What follows belongs to an exercise in optimizing a design on an open flow for small area, a short achievable clock period and few clock cycles; a production flow would make more cautious choices. Only simulation tests tie the RTL to the original design; equivalence was not proved.

## flow/run.sh

```bash
#!/bin/bash
# synth_recipe.tcl (not shown) runs the flow's synth.tcl, then flattens the netlist and writes it again
# the make line also repeats each setting of config.mk as NAME=value (left out here)
make -C /OpenROAD-flow-scripts/flow DESIGN_CONFIG=/design/flow/config.mk WORK_HOME=/design/flow/orfs CLKGATE_MAP_FILE= SYNTH_SCRIPT=/design/flow/synth_recipe.tcl finish
```

## flow/config.mk

```make
export PLATFORM = sky130hd
export DESIGN_NAME = CONV
export DESIGN_NICKNAME = CONV
export VERILOG_FILES = /design/flow/design.v
export SDC_FILE = /design/flow/constraint.sdc
export NUM_CORES = 4
export LEC_CHECK = 0
export CAP_MARGIN = 20
export CORE_MARGIN = 2
export CORE_UTILIZATION = 45
export SLEW_MARGIN = 20
```

## flow/constraint.sdc

```tcl
create_clock -name core_clock -period 17.0 [get_ports {clk}]
set_input_delay 3.4000 -clock core_clock [delete_from_list [all_inputs] [get_ports {clk}]]
set_output_delay 3.4000 -clock core_clock [all_outputs]
set_load 0.01 [all_outputs]
```

## flow/design.v

```verilog
`timescale 1ns/10ps
module  CONV(
	input		clk,
	input		reset,
	output		reg busy,	
	input		ready,	
	output		reg [11:0]iaddr,
	input		[19:0]idata,	
	output	 	reg cwr,
	output	 	reg [11:0]caddr_wr,
	output	 	reg [19:0]cdata_wr,
	output	 	reg crd,
	output	 	reg [11:0]caddr_rd,
	input	 	[19:0]cdata_rd,
	output	 	reg [2:0]csel
	);
reg [2:0]state;
reg [2:0]n_state;
reg [3:0]count;
reg [3:0]count_temp;
reg [15:0]image;
reg [5:0]posx;
reg [5:0]posy;
wire [11:0]pos[0:8];
wire [11:0]cpos[0:3];
reg signed[19:0]zp_data[0:8];
reg signed[19:0]img_data[0:8];
reg signed[19:0]kernel0[0:8];
reg signed[19:0]kernel1[0:8];
reg signed[43:0]conv;
wire signed[43:0]cdata;
wire signed[19:0]cdata_round;
wire signed[43:0]cdata_bias;
reg signed[19:0]bias0;
reg signed[19:0]bias1;
reg kernel;
reg hold;
reg op_done;
reg signed[19:0]comp[0:1];
parameter IDLE  = 0;
parameter INPUT = 1;
parameter ZPAD  = 2;
parameter CONV  = 3;
parameter MAXP  = 4;
parameter FLAT  = 5;
parameter STOP  = 6;
integer i;
always @(posedge clk or posedge reset) begin
	if (reset) begin
		state <= 0;		
	end
	else begin
		state <= n_state;
	end
end
always @(*) begin
	case(state)
		IDLE: n_state = INPUT;
		INPUT: n_state = (count == 9)? ZPAD : INPUT;
		ZPAD : n_state = CONV;
		CONV: begin
			if( &posx && &posy) n_state = (op_done)? MAXP : CONV;
			else n_state = (csel == 2)? IDLE : CONV;
		end
		MAXP: begin
			if(posx == 31 && posy == 31) n_state = (csel == 4)? FLAT : MAXP;
			else n_state = MAXP;
		end
		FLAT: begin
			if(posx == 31 && posy == 31) n_state = (count == 5)? STOP : FLAT;
			else n_state = FLAT;
		end
		default: n_state = state;
	endcase
end
always @(posedge clk or posedge reset) begin
	if (reset) begin
		busy <= 0;		
	end
	else begin
		case(state)
			INPUT: busy <= 1;
			STOP: busy <= 0;
			default: busy <= busy;
		endcase
	end
end
always @(posedge clk or posedge reset) begin
	if (reset) begin
		count <= 4'd0;		
	end
	else begin
		case(state)
			INPUT: count <= (count == 4'd9)? 4'd0 : count + 4'd1;
			CONV: count <= (count == 4'd2)? 4'd0 : count + 4'd1;
			MAXP: count <= (count == 4'd7)? 4'd0 : count + 4'd1;
			FLAT: count <= (count == 4'd5)? 4'd0 : count + 4'd1;
			default: count <= count;
		endcase
	end
end
always @(posedge clk or posedge reset) begin
	if (reset) begin
		count_temp <= 0;		
	end
	else begin
		count_temp <= count;
	end
end
always @(posedge clk or posedge reset) begin
	if (reset) begin
		posx <= 6'b111111;
		posy <= 6'b111111;		
	end
	else begin
		case(state)
			IDLE: begin
				if (posx == 63) begin
					posx <= 0;
					posy <= posy + 1;
				end
				else begin
					posx <= posx + 1;
					posy <= posy;
				end				
			end
			CONV: begin
				if(&posx && &posy) begin
					posx <= (op_done)? 0 : posx;
					posy <= (op_done)? 0 : posy;
				end
				else begin
					posx <= posx;
					posy <= posy;
				end
			end
			MAXP: begin
				if (posx == 31) begin
					posx <= (hold == 0)? 0 : posx;
					posy <= (hold == 0)? ( (posy == 31)? 0 : posy + 1) : posy;
				end
				else begin
					posx <= (hold == 0)? posx + 1 : posx;
					posy <= posy;
				end
			end
			FLAT: begin
				if (posx == 31) begin
					posx <= (hold == 0)? 0 : posx;
					posy <= (hold == 0)? posy + 1 : posy;
				end
				else begin
					posx <= (hold == 0)? posx + 1 : posx;
					posy <= posy;
				end
			end
			default: begin
				posx <= posx;
				posy <= posy;
			end
		endcase
	end
end
always @(posedge clk or posedge reset) begin
	if (reset) begin
		hold <= 0;		
	end
	else begin
		case(state)
			CONV: hold <= 1;
			MAXP: begin
				hold <= (count == 6)? 0 : 1;
			end
			FLAT: hold <= (count == 4)? 0 : 1;
			default: hold <= hold;
		endcase
	end
end
assign pos[0] = pos[4] - 65;
assign pos[1] = pos[4] - 64;
assign pos[2] = pos[4] - 63;
assign pos[3] = pos[4] - 1;
assign pos[4] = ( (posx == 0)? 1 : ( (posx == 63)? posx - 1 : posx) ) + ( ( (posy == 0)? 1 : ( (posy == 63)? posy - 1 : posy) ) << 6 );
assign pos[5] = pos[4] + 1;
assign pos[6] = pos[4] + 63;
assign pos[7] = pos[4] + 64;
assign pos[8] = pos[4] + 65;
always @(posedge clk or posedge reset) begin
	if (reset) begin
		iaddr <= 12'd0;		
	end
	else begin
		case(state)
			INPUT: begin
				iaddr <= (count == 9)? 0 : pos[count];
			end
			default: iaddr <= iaddr;
		endcase
	end
end
always @(posedge clk or posedge reset) begin
	if (reset) begin
		for(i = 0; i < 9; i = i+1) begin
			img_data[i] <= 0; 		
		end
	end
	else begin
		case(state)
			INPUT: begin
				img_data[count_temp] <= ready? 0 : idata;
			end
			ZPAD: begin
				if (posx == 0) begin
					img_data[0] <= 0;
					img_data[1] <= zp_data[0];
					img_data[2] <= zp_data[1];
					img_data[3] <= 0;
					img_data[4] <= zp_data[3];
					img_data[5] <= zp_data[4];
					img_data[6] <= 0;
					img_data[7] <= zp_data[6];
					img_data[8] <= zp_data[7];
				end
				else if (posx == 63) begin
					img_data[0] <= zp_data[1];
					img_data[1] <= zp_data[2];
					img_data[2] <= 0;
					img_data[3] <= zp_data[4];
					img_data[4] <= zp_data[5];
					img_data[5] <= 0;
					img_data[6] <= zp_data[7];
					img_data[7] <= zp_data[8];
					img_data[8] <= 0;
				end
				else begin
					for(i = 0; i < 9; i = i+1) begin
						img_data[i] <= zp_data[i]; 		
					end
				end
			end
			MAXP: begin
				img_data[count_temp] <= (count_temp < 5)? cdata_rd : 0;
			end
			FLAT: begin
				img_data[0] <= cdata_rd;
			end
			default: begin
				for(i = 0; i < 9; i = i+1) begin
					img_data[i] <= img_data[i]; 		
				end
			end
		endcase
	end
end
always @(*) begin
	case(state)
		ZPAD: begin
			if (posy == 0) begin
				zp_data[0] = 0;
				zp_data[1] = 0;
				zp_data[2] = 0;
				zp_data[3] = img_data[0];
				zp_data[4] = img_data[1];
				zp_data[5] = img_data[2];
				zp_data[6] = img_data[3];
				zp_data[7] = img_data[4];
				zp_data[8] = img_data[5];
			end
			else begin
				if (posy == 63) begin
					zp_data[0] = img_data[3];
					zp_data[1] = img_data[4];
					zp_data[2] = img_data[5];
					zp_data[3] = img_data[6];
					zp_data[4] = img_data[7];
					zp_data[5] = img_data[8];
					zp_data[6] = 0;
					zp_data[7] = 0;
					zp_data[8] = 0;
				end
				else begin
					for(i = 0; i < 9; i = i+1) begin
						zp_data[i] = img_data[i]; 		
					end
				end
			end
		end
		default: begin
			for(i = 0; i < 9; i = i+1) begin
				zp_data[i] = 0; 		
			end
		end
	endcase
end
always @(posedge clk) begin
	kernel1[0] <= 20'hFDB55;
	kernel1[1] <= 20'h02992;
	kernel1[2] <= 20'hFC994;
	kernel1[3] <= 20'h050FD;
	kernel1[4] <= 20'h02F20;
	kernel1[5] <= 20'h0202D;
	kernel1[6] <= 20'h03BD7;
	kernel1[7] <= 20'hFD369;
	kernel1[8] <= 20'h05E68;
end
always @(posedge clk) begin
	kernel0[0] <= 20'h0A89E;
	kernel0[1] <= 20'h092D5;
	kernel0[2] <= 20'h06D43;
	kernel0[3] <= 20'h01004;
	kernel0[4] <= 20'hF8F71;
	kernel0[5] <= 20'hF6E54;
	kernel0[6] <= 20'hFA6D7;
	kernel0[7] <= 20'hFC834;
	kernel0[8] <= 20'hFAC19;
end
always @(posedge clk or posedge reset) begin
	if (reset) begin
		kernel <= 0;		
	end
	else begin
		case(state)
			INPUT: kernel <= 0;
			CONV: begin
				kernel <= (op_done)? 0 : ( (count == 2)? 1 : kernel );
			end
			MAXP: begin
				kernel <= (posx == 31 && posy == 31 && csel == 4)? 0 : ((op_done)? 1 : kernel);
			end
			FLAT: begin
				kernel <= (count == 2 || count == 5)? ~kernel : kernel;
			end
			default: kernel <= kernel;
		endcase
	end
end
always @(posedge clk or posedge reset) begin
	if (reset) begin
		conv <= 0;
	end
	else begin
		case(state)
			CONV: begin
				case(kernel)
					0:conv <= (kernel0[0] * img_data[0]) + (kernel0[1] * img_data[1]) + (kernel0[2] * img_data[2]) + (kernel0[3] * img_data[3]) + (kernel0[4] * img_data[4]) + (kernel0[5] * img_data[5]) + (kernel0[6] * img_data[6]) + (kernel0[7] * img_data[7]) + (kernel0[8] * img_data[8]);
					1:conv <= (kernel1[0] * img_data[0]) + (kernel1[1] * img_data[1]) + (kernel1[2] * img_data[2]) + (kernel1[3] * img_data[3]) + (kernel1[4] * img_data[4]) + (kernel1[5] * img_data[5]) + (kernel1[6] * img_data[6]) + (kernel1[7] * img_data[7]) + (kernel1[8] * img_data[8]);
				endcase
			end
			default: conv <= conv;
		endcase
	end
end
always @(posedge clk or posedge reset) begin
 	if (reset) begin
 		caddr_wr <= 0; 		
 	end
 	else begin
 		case(state)
 			CONV: begin
 				caddr_wr <= posx + (posy << 6);
 			end
 			MAXP: begin
 				caddr_wr <= posx + (posy << 5);
 			end
 			FLAT: begin
 				caddr_wr <= (kernel == 0)? (posx << 1) + (posy << 6) : (posx << 1) + (posy << 6) + 1;
 			end
 			default: caddr_wr <= caddr_wr;
 		endcase
 	end
 end 
always @(posedge clk) begin
	bias0 <= 20'h01310;
	bias1 <= 20'hF7295;
end
assign cdata = (conv >>> 15) + 1;
assign cdata_bias = (cdata >>> 1) + ((kernel)? bias1 : bias0);
assign cdata_round = cdata_bias[19:0];
always @(posedge clk or posedge reset) begin
	if (reset) begin
		cdata_wr <= 0;		
	end
	else begin
		case(state)
			CONV: cdata_wr <= ( (cdata_round[19] == 1)? 0 : cdata_round );  
			MAXP: cdata_wr <= (comp[0] < comp[1])? comp[1] : comp[0];
			FLAT: cdata_wr <= img_data[0];
			default: cdata_wr <= cdata_wr;
		endcase
	end
end
always @(posedge clk or posedge reset) begin
	if (reset) begin
		op_done <= 0;		
	end
	else begin
		case(state)
			CONV: begin
				if (&posx && &posy) op_done <= (kernel == 1 && count == 1)? 1 : 0;
				else op_done <= 0;
			end
			MAXP: begin
				if (posx == 31 && posy == 31) op_done <= (count == 5)? 1 : 0;
				else op_done <= 0;
			end
			default: op_done <= op_done;
		endcase
	end
end
always @(posedge clk or posedge reset) begin
	if (reset) begin
		csel <= 0;		
	end
	else begin
		case(state)
			CONV: begin
				csel <= (op_done)? 3'b001 : ( (count == 1)? ( (kernel)? 3'b010 : 3'b001 ) : 0 );
			end
			MAXP: begin
				case(count)
					6: begin
						if (kernel == 0) csel <= 3'b011;
						else csel <= 3'b100;
					end
					7: begin
						if(posx == 31 && posy == 31) csel <= (count == 7)? 3 : ( (kernel == 0)? 3'b001 : 3'b010 );
						else csel <= (kernel == 0)? 3'b001 : 3'b010;
					end
					default: begin
						if (kernel == 0) csel <= 3'b001;
						else csel <= 3'b010;
					end
				endcase
			end
			FLAT: begin
				case(count)
					0: csel <= 3;
					1: csel <= 3;
					2: csel <= 5;
					3: csel <= 4;
					4: csel <= 4;
					5: csel <= 5;
				endcase
			end		 
			default: csel <= csel;
		endcase
	end
end
always @(posedge clk or posedge reset) begin
	if (reset) begin
		cwr <= 0;		
	end
	else begin
		case(state)
			CONV: begin
				cwr <= (count == 1)? 1 : 0;
			end
			MAXP: cwr <= (count == 6)? 1 : 0;
			FLAT: begin
				case(count)
					1: cwr <= 0;
					2: cwr <= 1;
					3: cwr <= 0;
					4: cwr <= 0;
					5: cwr <= 1;
					default: cwr <= 0;
				endcase
			end
			default: cwr <= cwr;
		endcase
	end
end
always @(posedge clk or posedge reset) begin
	if (reset) begin
		crd <= 0;		
	end
	else begin
		case(state)
			CONV: begin
				crd <= op_done? 1 : 0;
			end
			MAXP: crd <= (count == 7)? 1 : ( (count == 4)? 0 : crd );
			FLAT: begin
				case(count)
					0: crd <= 1;
					1: crd <= 1;
					2: crd <= 0;
					3: crd <= 1;
					4: crd <= 1;
					5: crd <= 0;
					default: crd <= 0;
				endcase
			end
			default: crd <= crd;
		endcase
	end
end
assign cpos[0] = (posx << 1) + (posy << 7);
assign cpos[1] = cpos[0] + 1;
assign cpos[2] = cpos[0] + 64;
assign cpos[3] = cpos[0] + 65;
always @(posedge clk or posedge reset) begin
	if (reset) begin
		caddr_rd <= 0;		
	end
	else begin
		case(state)
			MAXP: caddr_rd <= (count < 5)? cpos[count] : 0;
			FLAT: caddr_rd <= posx + (posy << 5);
			default: caddr_rd <= caddr_rd;
		endcase
	end
end
always @(posedge clk or posedge reset) begin
	if (reset) begin
		comp[0] <= 0;
		comp[1] <= 0;		
	end
	else begin
		case(state)
			MAXP: begin
				comp[0] <= (img_data[0] < img_data[1])? img_data[1] : img_data[0];
				comp[1] <= (img_data[2] < img_data[3])? img_data[3] : img_data[2];
			end
			default: begin
				comp[0] <= comp[0];
				comp[1] <= comp[1];
			end
		endcase
	end
end
endmodule
```

==> impl_metrics.yaml <==
setup_path:
  cp_top_family: "adder cells"
  cp_common_cell: "fa_1"
  reg2reg_slack_ns: 2.29
  crit_required_ns: 17.57
  r2r_end: "conv[35]"
  crit_fanout: 13
  path_buf_inv: 9
  slowest_delay_ns: 0.78
  startpoint_type: "flop"
  r2r_cells: 46
  critical_path_class: "reg -> reg"
  regToRegStartpoint: "img_data[1][4]"
  cpMaxStageDelayCell: "dfrtp_1"
  cp-end-kind: "flop"
  arrival_ns: 15.28
final_layout:
  synthToLayoutAreaGrowth_pct: 6.92
  final_layout_size_suffix_gt1_share_pct: 3.55
  utilization_pct: 48.4
  layout.nets: 18300
clock_network:
  clkLatencyLatePin_ns: 0.70
  post_cts_resized: 0
  cts_buffers: 46
  cts_tree: "built"
  clk_pin_slew_worst_paths_ns: 0.08
  clock_path_buffers: 3
  cts_sinks: 329
  cts_setup_buffers: 0
  ctsHoldBuffers: 0
  htreeDepth: 2
  root_buffer: "clkbuf_16"
grt:
  grt_max_degree: 121
  gr-usage-all-layers_pct: 37.4
  grt_use_met1_pct: 50.5
  busiest_layer: "met2"
  grt_pass1_wl_um: 741000
  grt_remaining_overflow: 0
  grtUsageMet3_pct: 9.70
  grt_pass1_vias: 95900
  use_met2_pct: 52.9
  antenna_found_initial: 30
synth:
  synthMuxAreaShare_pct: 0.906
  yosys.area_share.simple_pct: 6.15
  avgSynthCellArea_um2: 9.47
  synth_fa_ha_area_share_pct: 62.2
  synthesis.area_um2: 127000
  syn_inst: 13400
  synth_edf_count: 0
  ys.flop_type: "dfrtp_1"
  async_flop_share_pct: 100
  synth-seq-cells: 329
  yosysWarningCount: 6
  ys_types: 91
  ys_seq_area_share_pct: 6.52
  synth_xor_area_share_pct: 3.40
  synth_compound_area_share_pct: 8.24
  synth_top_family_by_area: "adder cells"
floorplan:
  row_count: 194
  fp.dieArea_um2: 285000
  die_h_um: 534
  core_region_area_um2: 280000
  die_width_um: 534
  start_util_pct: 45.3
  io_pins: 105
job:
  max-cap-violations: 0
sta:
  max-slew-margin-rel_pct: 9.76
  timing.fmax_ghz: 0.0680
  fin_tns_setup_ns: 0
  setup_ws_ns: 2.29
  worst_pin_slew_ns: 1.35
  finalCriticalPeriod_ns: 14.71
  hold_violations: 0
  final_max_slew_viol_count: 0
  finalCritPeriodShare_pct: 86.5
  setup_viol: 0
  skew_ns: 0.0635
  grt_setup_unrepaired: "false"
route:
  drtAntennaViolNets: 0
  finalWirelength_um: 525000
  viasPerCell: 5.49
  drc: 0
  wl_per_cell_um: 30.3
  num_vias: 95100
  firstDrtPassIters: 9
  dr.first_iter.drc_count: 11000
status:
  status: "complete, no violations"
placement:
  dpl.hpwl_um: 450000
  post-place-ws_ns: 2.64
  portBuffers: 104
  gp_congestion: 1.08
hold_path:
  min_path_type: "reg -> reg"
  holdPathStages: 2
  holdPathEnd: "iaddr[5]"
  min_from: "iaddr[5]"
layout make-up:
| cell class | count | area [um2] |
|---|---|---|
| sequential | 329 | 8270 |
| multi-input combinational | 8791 | 103000 |
| tap | 3724 | 4660 |
| inverter | 3970 | 14900 |
| clock inverter | 21 | 259 |
| timing repair buffer | 395 | 3270 |
| fill | 27000 | 144000 |
| antenna | 23 | 57.6 |
| clock buffer | 64 | 1290 |
layout by cell type, fill, tap and decap left out, drive strengths merged, types with 48 or more instances in the layout:
master,synthesis,final
nor2,498,498
a31oi,214,214
nand2,816,816
xnor2,345,345
dfrtp,317,317
buf,40,290
clkbuf,243,65
a21oi,493,493
mux2i,83,83
and3,51,51
a21o,118,118
clkdlybuf4s50,0,104
ha,2161,2161
a211oi,48,48
fa,2578,2578
nor3,51,51
a22oi,63,63
o21ai,362,362
inv,3966,3972
nand3,92,92
nor2b,68,68
xor2,141,141
metal layers:
layer,vias up,wire [um]
met3,950,55900
met1,47900,210000
met5,-,156
li1,41400,-
met4,24,44600
met2,4875,214000
cells in the mapped netlist (12+ instances only):
library cell	instances	share of area, %
o31ai_1	12	0.071
a211o_1	27	0.19
mux2i_1	83	0.66
dfrtp_1	317	6.3
nor3_1	49	0.19
inv_1	3964	12
a22o_1	47	0.33
nand3_1	91	0.36
o21a_1	33	0.20
or3_1	22	0.11
nand2b_1	47	0.23
a22oi_1	63	0.37
xnor2_1	345	2.4
o22ai_1	34	0.17
dfstp_2	12	0.25
and2_1	40	0.20
and3_1	51	0.25
nand2_1	816	2.4
o211ai_1	37	0.22
a21oi_1	493	1.9
nor2b_1	68	0.34
nand4_1	31	0.15
xor2_1	141	0.98
buf_1	32	0.095
a21o_1	118	0.70
o21bai_1	46	0.27
a31oi_1	214	1.1
a211oi_1	47	0.28
o21ai_0	359	1.4
mux2_2	28	0.25
ha_1	2161	21
o41ai_1	13	0.090
nor2_1	498	1.5
or2_2	14	0.069
fa_1	2578	41
clkbuf_1	243	0.72
a221oi_1	15	0.10
a222oi_1	21	0.17
through the flow:
stage                     hold WS [ns]  instances  cell area (um2)
after global placement           0.468      17200           134000
after floorplan                  0.393      13400           127000
final                            0.482      17300           135000
after CTS                        0.491      17300           135000
after detailed placement         0.476      17200           134000
after global routing             0.518      17300           135000
kinds of logic after synthesis:
family	Yosys count
AO/OA/AOI/OAI	1668
XOR/XNOR	488
adder cells (fa/ha/maj)	4740
buffers and inverters	4253
flip-flops	329
multiplexers	111
other	1
AND/OR/NAND/NOR	1778
registers in the layout, indices dropped and copies added, names as in the netlist:
register and count:
posy 6, busy 1, state 3, cdata_wr 20, csel 3, comp 40
op_done 1, cwr 1, img_data 180, crd 1, iaddr 12, kernel 1
caddr_rd 12, conv 21, caddr_wr 12, posx 6, hold 1, count_temp 4
count 4
worst max-delay path by stage:
stage                    start  endpoint  slack (ns)  depth (start not counted)
2_1_floorplan  img_data[1][19]  conv[35]        4.47                         40
3_5_place_dp    img_data[1][4]  conv[35]        2.64                         46
3_3_place_gp    img_data[1][4]  conv[35]        2.84                         46
6_report        img_data[1][4]  conv[35]        2.29                         46
4_1_cts         img_data[1][4]  conv[35]        2.61                         46
5_1_grt         img_data[1][4]  conv[35]        1.80                         46
worst register-to-register path: cells and delay by family (launching register included):
family / cells / cell delay [ns]
xor+xnor: 2 / 0.30
simple gates: 3 / 0.27
fa+ha+maj: 18 / 7.90
buf+inv: 9 / 0.48
compound gates: 14 / 4.86
flops: 1 / 0.78
Testbench counts, summed over its fixed seeds: cycles 770,056.

## afterwards: timing with drivers on the ports
Ports are ideal in the flow. The routed layout listed here was re-timed in OpenROAD.
Step 1 sets driving cells, clkbuf_16 on the clock port and buf_2 on the other inputs (assumed; they add their load-dependent delay and slew).
Step 2 adds t to the input delays and takes it off the output delays; t is the mean of the earliest and latest rising clock arrival at the registers after step 1. Input paths then give back, and output paths get back, about the clock's delay inside the block.
a / b / c = no drivers / after step 1 / after step 2; a / b = the first two.
shift t [ns]: 0.726
slack for setup (ns): 2.290 / 2.290 / 2.290
worst slew at a driven data input, ns: 0.06
After both steps setup and hold are still met in this run. For this run, drivers alone change the setup slack by 0.000 ns; drivers and shift together by 0.000 ns.
